This is an optimization exercise on Yosys and OpenROAD, whose aim is small area, a short achievable clock period and few clock cycles, not a production implementation. Only simulation tests tie the RTL to the original design; equivalence was not proved. No activity file was given, so power comes from the tool's default toggle rates.

## cpu
module cpu (input clk, input rst,
            output [31:0] imem_addr, input [31:0] imem_rdata,
            output [31:0] dmem_addr, output [31:0] dmem_wdata,
            output dmem_we, output dmem_re, input [31:0] dmem_rdata);
    reg [31:2] pc;
    reg        x_wr, x_lw, x_sw, x_beq, x_sub;
    reg        x_fam, x_fbm;    
    reg        x_oi, x_om, x_ob;    
    reg [4:0]  x_rd;
    reg [31:0] x_a, x_b;
    reg [15:0] x_i;
    reg [31:2] x_tgt;
    reg        m_wr, m_lw, m_sw;
    reg [4:0]  m_rd;
    reg [31:0] m_r, m_sd;
    assign dmem_addr  = m_r;
    assign dmem_wdata = m_sd;
    assign dmem_we    = m_sw;
    assign dmem_re    = m_lw;
    wire [31:0] m_res = m_lw ? dmem_rdata : m_r;
    wire [31:0] a   = x_fam ? m_r : x_a;
    wire [31:0] b   = x_fbm ? m_r : x_b;
    wire [31:0] op2 = ({32{x_oi}} & {{16{x_i[15]}}, x_i}) | ({32{x_om}} & m_r) |
                      ({32{x_ob}} & x_b);
    wire [31:0] alu;
    cs_add alu_add (.a(a), .b(op2 ^ {32{x_sub}}), .ci(x_sub), .s(alu));
    wire eq_ab = (x_a == x_b);
    wire eq_mb = (m_r == x_b);
    wire eq_am = (x_a == m_r);
    wire taken = x_beq & (x_fam ? (x_fbm | eq_mb) : (x_fbm ? eq_am : eq_ab));
    wire [31:0] inst = imem_rdata;
    wire [5:0] op = inst[31:26];
    wire [4:0] rs = inst[25:21];
    wire [4:0] rt = inst[20:16];
    wire [4:0] rdf = inst[15:11];
    wire d_R    = (op == 6'h00);
    wire d_addi = (op == 6'h08) | (op == 6'h09);
    wire d_lw   = (op == 6'h23);
    wire d_sw   = (op == 6'h2B);
    wire d_beq  = (op == 6'h04);
    wire d_j    = (op == 6'h02);
    wire d_ubeq = d_beq & (rs == rt);
    wire [4:0] d_rd = d_R ? rdf : (d_addi | d_lw) ? rt : 5'd0;
    wire d_wr = (d_R | d_addi | d_lw) & (d_rd != 5'd0);
    wire [31:2] pc4, btgt;
    assign pc4 = pc + 30'd1;
    sk_add #(30) br_add (.a(pc), .b({{14{inst[15]}}, inst[15:0]}), .ci(1'b1), .s(btgt));
    wire [31:2] jtgt = {4'b0000, inst[25:0]};
    reg [31:0] rf_r [1:31];
    reg [31:1] rf_e;
    integer i;
    always @(posedge clk)
  ...
Size: roughly 1300 flip-flops, ~160 I/O pins, about 0.057 mm² of cells after synthesis.
Settings: LEC_CHECK=0, CAP_MARGIN=20, CELL_PAD_IN_SITES_DETAIL_PLACEMENT=1, CELL_PAD_IN_SITES_GLOBAL_PLACEMENT=1, CORE_MARGIN=2, CORE_UTILIZATION=50, CTS_CLUSTER_DIAMETER=80, CTS_CLUSTER_SIZE=18, PLACE_DENSITY=0.8, SETUP_SLACK_MARGIN=4.8, SLEW_MARGIN=20, SYNTH_HIERARCHICAL=1, SYNTH_MINIMUM_KEEP_SIZE=0, TNS_END_PERCENT=100; clock period 8.0 ns.
run.sh (not shown) runs the stock make flow with config.mk's settings and CLKGATE_MAP_FILE= SYNTH_SCRIPT=/design/flow/synth_recipe.tcl, a recipe that flattens the netlist after the stock synthesis.
Testbench counts at the start, summed over its fixed seeds: cycles 47,352.
Edit:
- TNS_END_PERCENT: 100 -> 5
The new run went through all stages and came out clean.
Power came out lower slightly.
Cell area goes down slightly.
Sequential share of layout area goes up by 1.0 points.
Hold slack is worse by 91 ps.
Edit:
- CORE_UTILIZATION: 50 -> 55
- PLACE_DENSITY: 0.8 -> 0.85
- routed wire length rose by 6.3%
- non-clock buffer count fell by 32
- register-to-register slack loses 520 ps
- worst hold slack gains 110 ps
Edit:
- CORE_UTILIZATION: 55 -> 50
- PLACE_DENSITY: 0.85 -> 0.8
- TNS_END_PERCENT: 5 -> 0
=> The new run passed the timing, design-rule and antenna checks; cell count climbs slightly; setup slack gains 300 ps; global-route usage decreases by 5.0 points; worst hold slack degrades by 110 ps; first-iteration DRC count drops by roughly a tenth.

--- another note on this design; it stands on its own ---

Design cpu, start of the top module:
module cpu (input clk, input rst,
            output [31:0] imem_addr, input [31:0] imem_rdata,
            output [31:0] dmem_addr, output [31:0] dmem_wdata,
            output dmem_we, output dmem_re, input [31:0] dmem_rdata);
Size: about 4100 cells after synthesis, roughly 1300 flip-flops, ~160 I/O pins.
clock: 8.0 ns
lec_check: 0
cap_margin: 20
cell_pad_in_sites_detail_placement: 1
cell_pad_in_sites_global_placement: 1
core_margin: 2
core_utilization: 50
cts_cluster_diameter: 90
cts_cluster_size: 22
place_density: 0.8
setup_slack_margin: 4.8
slew_margin: 20
synth_hierarchical: 1
synth_minimum_keep_size: 0
tns_end_percent: 5
run.sh (not shown) runs the stock make flow with config.mk's settings and CLKGATE_MAP_FILE= SYNTH_SCRIPT=/design/flow/synth_recipe.tcl, a recipe that flattens the netlist after the stock synthesis.
Testbench counts at the start, summed over its fixed seeds: cycles 47,352.
Rerun with:
Settings changed: CTS_CLUSTER_DIAMETER 90 to 80, CTS_CLUSTER_SIZE 22 to 18, SETUP_SLACK_MARGIN 4.8 to 4.6.
The changed run went through all stages and came out clean.
Maximum frequency falls by 2.1%.
Die area is unchanged.
Core utilization falls by 0.70 points.
Worst setup slack is worse by 0.076 ns.
First-iteration DRC count went down by 5.5%.
Combinational power goes down by 20%.
Total power drops by 1.3%.
Cell area shrinks by 1.2%.
Critical path depth fell by 10.
Via count fell by 2.1%.
Synthesized cell count stays the same.

-- port drivers added, routing unchanged --
The results above use ideal ports. As a check the final layouts listed here were re-extracted and re-timed, cells and wires unchanged.
Step 1 sets driving cells, clkbuf_16 on the clock port and buf_2 on the other inputs (assumed; they add their load-dependent delay and slew).
Step 2 adds t to the input delays and takes it off the output delays; t is the mean of the earliest and latest rising clock arrival at the registers after step 1. Input paths then give back, and output paths get back, about the clock's delay inside the block.
a / b / c = ideal / step 1 / step 2; a / b = the first two.
run | t (ns) | setup WS [ns] | worst setup path at the end | worst register clock-pin slew, ns | worst data-port slew with drivers (ns)
the first run of note 1 | 0.772 | 4.467 / 4.527 / 3.755 | input to register | 0.10 / 0.10 | 0.08
the second run of note 1 | 0.760 | 4.541 / 4.559 / 3.816 | input to register | 0.09 / 0.09 | 0.10
the third run of note 1 | 0.766 | 4.139 / 4.139 / 3.489 | input to register | 0.09 / 0.09 | 0.15
the fourth run of note 1 | 0.764 | 4.443 / 4.482 / 3.717 | input to register | 0.09 / 0.09 | 0.09
the first run of note 2 | 0.751 | 4.473 / 4.450 / 3.699 | input to register | 0.11 / 0.11 | 0.18
the second run of note 2 | 0.768 | 4.397 / 4.323 / 3.646 | input to register | 0.09 / 0.09 | 0.10
After both steps every run listed still meets setup and hold. The setup slack of the first run of note 2, which loses most, moves by -0.023 ns with the drivers and by -0.774 ns with both steps.
